This design comes from an exercise in tuning for small area, a short achievable clock period and few clock cycles per item on the open sky130 flow, not from production work. RTL that was checked went through simulation tests only; none was proved equivalent to the original.

// rsa
module rsa #(
    parameter WIDTH = 32,
    parameter E_BITS = 32
)(
    input  wire                   clk,
    input  wire                   rst,
    input  wire                   start,
    input  wire [WIDTH-1:0]       M,
    input  wire [E_BITS-1:0]      E,
    input  wire [WIDTH-1:0]       N,
    input  wire [WIDTH-1:0]       N_INV,
    input  wire [WIDTH-1:0]       R2_MOD_N,
    output wire [WIDTH-1:0]       C,
    output reg                    done
);
Size in the first run: ~2100 cells after synthesis, roughly 270 flip-flops, about 200 I/O pins, ~0.020 mm^2 of cells after synthesis.
==> flow/config.mk <==
export PLATFORM = sky130hd
export DESIGN_NAME = rsa
export DESIGN_NICKNAME = rsa
export VERILOG_FILES = /design/flow/design.v
export SDC_FILE = /design/flow/constraint.sdc
export NUM_CORES = 4
export LEC_CHECK = 0
export ABC_CLOCK_PERIOD_IN_PS = 5000
export CAP_MARGIN = 20
export CORE_MARGIN = 2
export CORE_UTILIZATION = 40
export PLACE_DENSITY = 0.6
export SLEW_MARGIN = 20
==> flow/constraint.sdc <==
create_clock -name core_clock -period 15.0 [get_ports {clk}]
set_input_delay 3.0000 -clock core_clock [delete_from_list [all_inputs] [get_ports {clk}]]
set_output_delay 3.0000 -clock core_clock [all_outputs]
set_load 0.01 [all_outputs]
standard.sh (not shown) runs the stock make flow with config.mk's settings and CLKGATE_MAP_FILE= SYNTH_SCRIPT=/design/flow/synth_recipe.tcl, a recipe that flattens the netlist after the stock synthesis.
==> flow/flow/run.sh <==
#!/bin/bash
# Standard layout (the standard.sh: standard synthesis, floorplan, place,
# CTS, route), with ORFS's repair_timing asked for 10 ns of setup margin
# instead of 0, so that it also works on paths that already meet the 15 ns
# clock. The SDC and clock period are the standard flow's.
set -euo pipefail
bash standard.sh SETUP_SLACK_MARGIN=10 finish > make_finish.log 2>&1
The baseline finished with timing, DRC and antenna clean.
Then changed:
==> flow/run.sh (new file) <==
#!/bin/bash
# synth_recipe.tcl (not shown) runs the flow's synth.tcl, then flattens the netlist and writes it again
# the make line also repeats each setting of config.mk as NAME=value (left out here)
make -C /OpenROAD-flow-scripts/flow DESIGN_CONFIG=/design/flow/config.mk WORK_HOME=/design/flow/orfs CLKGATE_MAP_FILE= SYNTH_SCRIPT=/design/flow/synth_recipe.tcl finish
removed: flow/flow/run.sh
removed: flow/standard.sh
The changed run finished with timing, DRC and antenna clean.
Setup slack degrades by 1.8 ns.
Synthesized cell count does not change.
Hold slack stays flat.
Count of clock-buffer cells in the layout decreases by 5.
Core utilization decreases by 1.4 points.
Final cell count decreases by about 1.2%.
Then changed:
==> flow/flow/run.sh (new file) <==
#!/bin/bash
# Standard layout (the standard.sh: standard synthesis, floorplan, place,
# CTS, route), with ORFS's repair_timing asked for 9 ns of setup margin
# instead of 0, so that it also works on paths that already meet the 15 ns
# clock. The SDC and clock period are the standard flow's.
set -euo pipefail
bash standard.sh SETUP_SLACK_MARGIN=9 finish > make_finish.log 2>&1
==> flow/standard.sh (new file) <==
#!/bin/bash
# synth_recipe.tcl (not shown) runs the flow's synth.tcl, then flattens the netlist and writes it again
# the make line also repeats each setting of config.mk as NAME=value (left out here)
make -C /OpenROAD-flow-scripts/flow DESIGN_CONFIG=/design/flow/config.mk WORK_HOME=/design/flow/orfs CLKGATE_MAP_FILE= SYNTH_SCRIPT=/design/flow/synth_recipe.tcl "${@:-finish}"
removed: flow/run.sh
Effect:
- The changed run finished with timing, DRC and antenna clean
- count of clock-buffer cells in the layout does not change
- hold slack barely changes
- via count grows by 0.59%
- worst setup slack gains 1.2 ns
- final area came out higher by 0.44%
- critical path depth decreases by 1
No functional check of the RTL was part of any run of this note.

========
The RTL this note starts from:
==> flow/design.v <==
module rsa #(
    parameter WIDTH = 32,
    parameter E_BITS = 32
)(
    input  wire                   clk,
    input  wire                   rst,
    input  wire                   start,
    input  wire [WIDTH-1:0]       M,
    input  wire [E_BITS-1:0]      E,
    input  wire [WIDTH-1:0]       N,
    input  wire [WIDTH-1:0]       N_INV,
    input  wire [WIDTH-1:0]       R2_MOD_N,
    output wire [WIDTH-1:0]       C,
    output reg                    done
);
    localparam K  = 4;           
    localparam W  = 38;          
    localparam AW = 34;          
    localparam PH_IDLE = 3'd0, PH_C1 = 3'd1, PH_C2 = 3'd2,
               PH_SQ = 3'd4, PH_MUL = 3'd5, PH_FIN = 3'd6;
    reg  [2:0]    ph;
    reg           it;          
    reg  [3:0]    j;           
    reg  [32:0]   res;         
    reg  [32:0]   mr;          
    reg  [AW-1:0] s, c;        
    reg           cin;         
    reg  [K-1:0]  a;           
    reg  [4:0]    idx;         
    reg           ebit;        
    reg           ez;          
    reg           isn;         
    reg  [31:0]   nr;          
    reg  [3:0]    npr;         
    assign C = res[31:0];
    reg  [3:0] np;
    always @(*) begin
        case (N[3:1])
            3'd0: np = 4'd15;
            3'd1: np = 4'd5;
            3'd2: np = 4'd3;
            3'd3: np = 4'd9;
            3'd4: np = 4'd7;
            3'd5: np = 4'd13;
            3'd6: np = 4'd11;
            default: np = 4'd1;
        endcase
    end
    reg [4:0] lead;
    integer i;
    always @(*) begin
        lead = 5'd0;
        for (i = 0; i < 32; i = i + 1)
            if (E[i]) lead = i[4:0];
    end
    function [3:0] qmul(input [3:0] y, input [2:0] n);
        reg c2a, c2b, c2c, c2d;
        begin
            qmul[0] = y[0];
            qmul[1] = y[1] ^ (n[0] & y[0]);
            c2a = y[2]; c2b = n[0] & y[1]; c2c = n[1] & y[0]; c2d = n[0] & y[1] & y[0];
            qmul[2] = c2a ^ c2b ^ c2c ^ c2d;
            qmul[3] = y[3] ^ (n[0] & y[2]) ^ (n[1] & y[1]) ^ (n[2] & y[0])
                    ^ (c2a & c2b) ^ (c2a & c2c) ^ (c2a & c2d)
                    ^ (c2b & c2c) ^ (c2b & c2d) ^ (c2c & c2d);
        end
    endfunction
    reg  [3:0] t;              
    wire [3:0] y_s = s[3:0] ^ c[3:0] ^ t;
    wire [3:0] y_k = {(s[2:0] & c[2:0]) | (s[2:0] & t[2:0]) | (c[2:0] & t[2:0]), 1'b0};
    wire [3:0] y_p = y_s ^ y_k;
    wire [3:0] y_g = y_s & y_k;
    wire [3:0] y_c;
    assign y_c[0] = cin;
    assign y_c[1] = y_g[0] | (y_p[0] & cin);
    assign y_c[2] = y_g[1] | (y_p[1] & y_g[0]) | (y_p[1] & y_p[0] & cin);
    assign y_c[3] = y_g[2] | (y_p[2] & y_g[1]) | (y_p[2] & y_p[1] & y_g[0])
                  | (y_p[2] & y_p[1] & y_p[0] & cin);
    wire [3:0] u = y_p ^ y_c;
    wire [3:0] q = qmul(u, npr[3:1]);
    wire [W-1:0] b0 = a[0] ? {5'b0, res}        : {W{1'b0}};
    wire [W-1:0] b1 = a[1] ? {4'b0, res, cin}   : {{(W-1){1'b0}}, cin};
    wire [W-1:0] b2 = a[2] ? {3'b0, res, 2'b0}  : {W{1'b0}};
    wire [W-1:0] b3 = a[3] ? {2'b0, res, 3'b0}  : {W{1'b0}};
    wire [W-1:0] n0 = q[0] ? {6'b0, nr}          : {W{1'b0}};
    wire [W-1:0] n1 = q[1] ? {5'b0, nr, 1'b0}    : {W{1'b0}};
    wire [W-1:0] n2 = q[2] ? {4'b0, nr, 2'b0}    : {W{1'b0}};
    wire [W-1:0] n3 = q[3] ? {3'b0, nr, 3'b0}    : {W{1'b0}};
    wire [W-1:0] s0 = {4'b0, s};
    wire [W-1:0] c0 = {4'b0, c};
    wire [W-1:0] l1a_s = s0 ^ c0 ^ b0;
    wire [W-1:0] l1a_c = ((s0 & c0) | (s0 & b0) | (c0 & b0)) << 1;
    wire [W-1:0] l1b_s = b1 ^ b2 ^ b3;
    wire [W-1:0] l1b_c = ((b1 & b2) | (b1 & b3) | (b2 & b3)) << 1;
    wire [W-1:0] l2_s  = l1a_s ^ l1a_c ^ l1b_s;
    wire [W-1:0] l2_c  = ((l1a_s & l1a_c) | (l1a_s & l1b_s) | (l1a_c & l1b_s)) << 1;
    wire [W-1:0] l3_s  = l2_s ^ l2_c ^ l1b_c;
    wire [W-1:0] l3_c  = ((l2_s & l2_c) | (l2_s & l1b_c) | (l2_c & l1b_c)) << 1;
    wire [W-1:0] l4a_s = l3_s ^ l3_c ^ n0;
    wire [W-1:0] l4a_c = ((l3_s & l3_c) | (l3_s & n0) | (l3_c & n0)) << 1;
    wire [W-1:0] l4b_s = n1 ^ n2 ^ n3;
    wire [W-1:0] l4b_c = ((n1 & n2) | (n1 & n3) | (n2 & n3)) << 1;
    wire [W-1:0] l5_s  = l4a_s ^ l4a_c ^ l4b_s;
    wire [W-1:0] l5_c  = ((l4a_s & l4a_c) | (l4a_s & l4b_s) | (l4a_c & l4b_s)) << 1;
    wire [W-1:0] l6_s  = l5_s ^ l5_c ^ l4b_c;
    wire [W-1:0] l6_c  = ((l5_s & l5_c) | (l5_s & l4b_c) | (l5_c & l4b_c)) << 1;
    wire cin_n = |l6_c[K-1:1];
    wire [AW-1:0] sum = s + c + {{(AW-1){1'b0}}, cin};
    wire [3:0] jn = j + 4'd1;
    wire [35:0] res_w = {3'b0, res};
    wire [35:0] mr_w  = {3'b0, mr};
    reg  [3:0] res_d, mr_d;
    always @(*) begin
        case (jn)
            4'd1: begin res_d = res_w[7:4];   mr_d = mr_w[7:4];   end
            4'd2: begin res_d = res_w[11:8];  mr_d = mr_w[11:8];  end
            4'd3: begin res_d = res_w[15:12]; mr_d = mr_w[15:12]; end
            4'd4: begin res_d = res_w[19:16]; mr_d = mr_w[19:16]; end
            4'd5: begin res_d = res_w[23:20]; mr_d = mr_w[23:20]; end
            4'd6: begin res_d = res_w[27:24]; mr_d = mr_w[27:24]; end
            4'd7: begin res_d = res_w[31:28]; mr_d = mr_w[31:28]; end
            4'd8: begin res_d = res_w[35:32]; mr_d = mr_w[35:32]; end
            default: begin res_d = 4'd0; mr_d = 4'd0; end
        endcase
    end
    wire last = (ph == PH_C1) ? (j == 4'd13) : (j == 4'd8);
    wire idx0 = (idx == 5'd0);
    reg [2:0] ph_nx;
    always @(*) begin
        case (ph)
            PH_C1:   ph_nx = PH_C2;
            PH_C2:   ph_nx = (ez | idx0) ? PH_FIN : PH_SQ;
            PH_SQ:   ph_nx = ebit ? PH_MUL : (idx0 ? PH_FIN : PH_SQ);
            PH_MUL:  ph_nx = idx0 ? PH_FIN : PH_SQ;
            default: ph_nx = PH_IDLE;
        endcase
    end
    wire idx_dec = (ph == PH_C2 || ph == PH_MUL || (ph == PH_SQ && !ebit)) && !idx0;
    always @(posedge clk) begin
        if (rst) begin
            ph   <= PH_IDLE;
            it   <= 1'b0;
            done <= 1'b0;
        end else begin
            done <= 1'b0;
            if (ph == PH_IDLE) begin
                if (start) begin
                    ph <= PH_C1;
                    it <= 1'b1;
                end
            end else if (it) begin
                if (last) it <= 1'b0;
            end else begin
                ph   <= ph_nx;
                it   <= (ph != PH_FIN);
                done <= (ph == PH_FIN);
            end
        end
    end
    reg [3:0]  a_nx;
    reg [32:0] res_nx;
    always @(*) begin
        a_nx   = a;
        res_nx = res;
        if (it) begin
            case (ph)
                PH_C1, PH_SQ: a_nx = res_d;
                PH_C2:        a_nx = ez ? 4'd0 : mr_d;
                PH_MUL:       a_nx = mr_d;
                default:      a_nx = 4'd0;
            endcase
        end else begin
            case (ph)
                PH_C1: begin
                    res_nx = ez ? sum[32:0] : mr;
                    a_nx   = ez ? 4'd1 : sum[3:0];
                end
                PH_C2: begin
                    res_nx = sum[32:0];
                    a_nx   = (ph_nx == PH_FIN) ? 4'd1 : sum[3:0];
                end
                PH_SQ: begin
                    res_nx = sum[32:0];
                    a_nx   = ebit ? mr[3:0] : ((ph_nx == PH_FIN) ? 4'd1 : sum[3:0]);
                end
                PH_MUL: begin
                    res_nx = sum[32:0];
                    a_nx   = (ph_nx == PH_FIN) ? 4'd1 : sum[3:0];
                end
                default: begin    
                    res_nx = isn ? 33'd0 : sum[32:0];
                end
            endcase
        end
    end
    always @(posedge clk) begin
        npr  <= np;
        nr   <= N;
        ebit <= E[idx];
        isn  <= (res == {1'b0, nr});
        a    <= (ph == PH_IDLE) ? R2_MOD_N[3:0] : a_nx;
        res  <= (ph == PH_IDLE) ? {1'b0, R2_MOD_N} : res_nx;
        t    <= (ph == PH_IDLE) ? R2_MOD_N[3:0] * R2_MOD_N[3:0] : a_nx * res_nx[3:0];
        if (ph == PH_IDLE || !it) begin
            s   <= {AW{1'b0}};
            c   <= {AW{1'b0}};
            cin <= 1'b0;
            j   <= 4'd0;
        end else begin
            s   <= l6_s[W-1:K];
            c   <= l6_c[W-1:K];
            cin <= cin_n;
            j   <= jn;
        end
        if (ph == PH_IDLE) begin
            mr  <= {1'b0, M};
            idx <= lead;
            ez  <= ~|E;
        end else if (!it) begin
            if (idx_dec) idx <= idx - 5'd1;
            if (ph == PH_C1 || ph == PH_C2) mr <= sum[32:0];
        end
    end
endmodule
export LEC_CHECK = 0
export ABC_CLOCK_PERIOD_IN_PS = 5000
export CAP_MARGIN = 20
export CORE_MARGIN = 2
export CORE_UTILIZATION = 60
export CTS_BUF_LIST = sky130_fd_sc_hd__clkbuf_8 sky130_fd_sc_hd__clkbuf_16
export PLACE_DENSITY = 0.7
export SLEW_MARGIN = 20
create_clock -name core_clock -period 15.0 [get_ports {clk}]
==> flow/flow/run.sh <==
#!/bin/bash
# Standard layout (the standard.sh: standard synthesis, floorplan, place,
# CTS, route) with two changes to how it is made:
#  - ORFS's repair_timing is asked for 11 ns of setup margin instead of 0, so
#    that it also shortens paths that already meet the 15 ns clock;
#  - the port buffers that global placement inserts use sky130_fd_sc_hd__buf_2.
# The SDC and the clock period are the standard flow's. Make's output goes to make_finish.log.
set -euo pipefail
bash standard.sh SETUP_SLACK_MARGIN=11 'BUFFER_PORTS_ARGS=-buffer_cell sky130_fd_sc_hd__buf_2' finish > make_finish.log 2>&1
Testbench counts at the start, summed over its fixed seeds: cycles 112,410, items 320.
Next try:
--- a/flow/flow/run.sh
+++ b/flow/flow/run.sh
@@ -4 +4 @@
-#  - ORFS's repair_timing is asked for 11 ns of setup margin instead of 0, so
+#  - ORFS's repair_timing is asked for 10.5 ns of setup margin instead of 0, so
@@ -9 +9 @@
-bash standard.sh SETUP_SLACK_MARGIN=11 'BUFFER_PORTS_ARGS=-buffer_cell sky130_fd_sc_hd__buf_2' finish > make_finish.log 2>&1
+bash standard.sh SETUP_SLACK_MARGIN=10.5 'BUFFER_PORTS_ARGS=-buffer_cell sky130_fd_sc_hd__buf_2' finish > make_finish.log 2>&1
Setup slack gets better by 0.037 ns. Global-route usage goes down by 0.79 points. Clock skew barely changes. Via count is lower by a few percent. Cell count shrinks by a few percent. Utilization drops by 3.6 points. Cell area came out lower by a few percent. Count of clock-buffer cells in the layout climbs by 2.

========
Starts from the design.v that is shown in full above.
clock: 15.0 ns
lec_check: 0
abc_clock_period_in_ps: 5000
cap_margin: 20
core_margin: 2
core_utilization: 60
cts_buf_list: sky130_fd_sc_hd__clkbuf_8 sky130_fd_sc_hd__clkbuf_16
place_density: 0.7
slew_margin: 20
==> flow/flow/run.sh <==
#!/bin/bash
# Standard layout (the standard.sh: standard synthesis, floorplan, place,
# CTS, route) with three changes to how it is made:
#  - before floorplanning, flow/fixpol.tcl (with flow/fixpol.py) flips full
#    adders to remove inverters around them (FA(~a,~b,~c) = ~FA(a,b,c)); the
#    registers and the logic function are unchanged;
#  - ORFS's repair_timing is asked for 10 ns of setup margin instead of 0, so
#    that it also shortens paths that already meet the 15 ns clock;
#  - the port buffers that global placement inserts are sky130_fd_sc_hd__buf_2.
# The SDC and the clock period are the standard flow's. Make's output goes to
# make_finish.log; fixpol writes fixpol_in.txt and fixpol_ops.txt here.
set -euo pipefail
bash standard.sh SETUP_SLACK_MARGIN=10 'BUFFER_PORTS_ARGS=-buffer_cell sky130_fd_sc_hd__buf_2' "PRE_FLOORPLAN_TCL=$(pwd)/flow/fixpol.tcl" finish > make_finish.log 2>&1
Other scripts of this flow, unchanged in this note and not shown: flow/flow/fixpol.py, flow/flow/fixpol.tcl
Testbench counts at the start, summed over its fixed seeds: cycles 112,410, items 320.
Rerun with:
--- a/flow/flow/run.sh
+++ b/flow/flow/run.sh
@@ -6,3 +6,3 @@
 #    registers and the logic function are unchanged;
-#  - ORFS's repair_timing is asked for 10 ns of setup margin instead of 0, so
+#  - ORFS's repair_timing is asked for 10.5 ns of setup margin instead of 0, so
 #    that it also shortens paths that already meet the 15 ns clock;
@@ -12,2 +12,2 @@
 set -euo pipefail
-bash standard.sh SETUP_SLACK_MARGIN=10 'BUFFER_PORTS_ARGS=-buffer_cell sky130_fd_sc_hd__buf_2' "PRE_FLOORPLAN_TCL=$(pwd)/flow/fixpol.tcl" finish > make_finish.log 2>&1
+bash standard.sh SETUP_SLACK_MARGIN=10.5 'BUFFER_PORTS_ARGS=-buffer_cell sky130_fd_sc_hd__buf_2' "PRE_FLOORPLAN_TCL=$(pwd)/flow/fixpol.tcl" finish > make_finish.log 2>&1
Outcome: Setup slack degrades by 0.0085 ns; area after synthesis does not change; wire length climbs by 2.7%; non-clock buffer count climbs by 4; via count climbs by 1.4%; die area stays the same.

[separate check: timing with driven ports]
How much do the figures lean on ideal ports? The routed layouts below were timed once more, with nothing changed but the port constraints.
Step 1, drivers: a clkbuf_16 drives clk and a buf_2 each remaining input, both assumed.
Step 2 adds t to the input delays and takes it off the output delays; t is the mean of the earliest and latest rising clock arrival at the registers after step 1. Input paths then give back, and output paths get back, about the clock's delay inside the block.
Three values: no drivers, after step 1, after step 2; two values: the first two.
| run | shift t [ns] | slack for setup (ns) | worst setup path after step 2 |
|---|---|---|---|
| the first run of note 1 | 0.601 | 9.898 / 9.898 / 9.696 | input to register |
| the second run of note 1 | 0.596 | 8.088 / 8.088 / 8.088 | register to register |
| the third run of note 1 | 0.597 | 9.297 / 9.297 / 9.297 | register to register |
| the first run of note 2 | 0.516 | 10.019 / 10.019 / 10.019 | register to register |
| the second run of note 2 | 0.510 | 10.056 / 10.056 / 10.056 | register to register |
| the first run of note 3 | 0.516 | 10.018 / 10.018 / 10.018 | register to register |
| the second run of note 3 | 0.507 | 10.009 / 10.009 / 10.009 | register to register |
After both steps setup and hold are still met in every run listed. For the first run of note 1, which loses most, drivers alone change the setup slack by 0.000 ns; drivers and shift together by -0.202 ns.
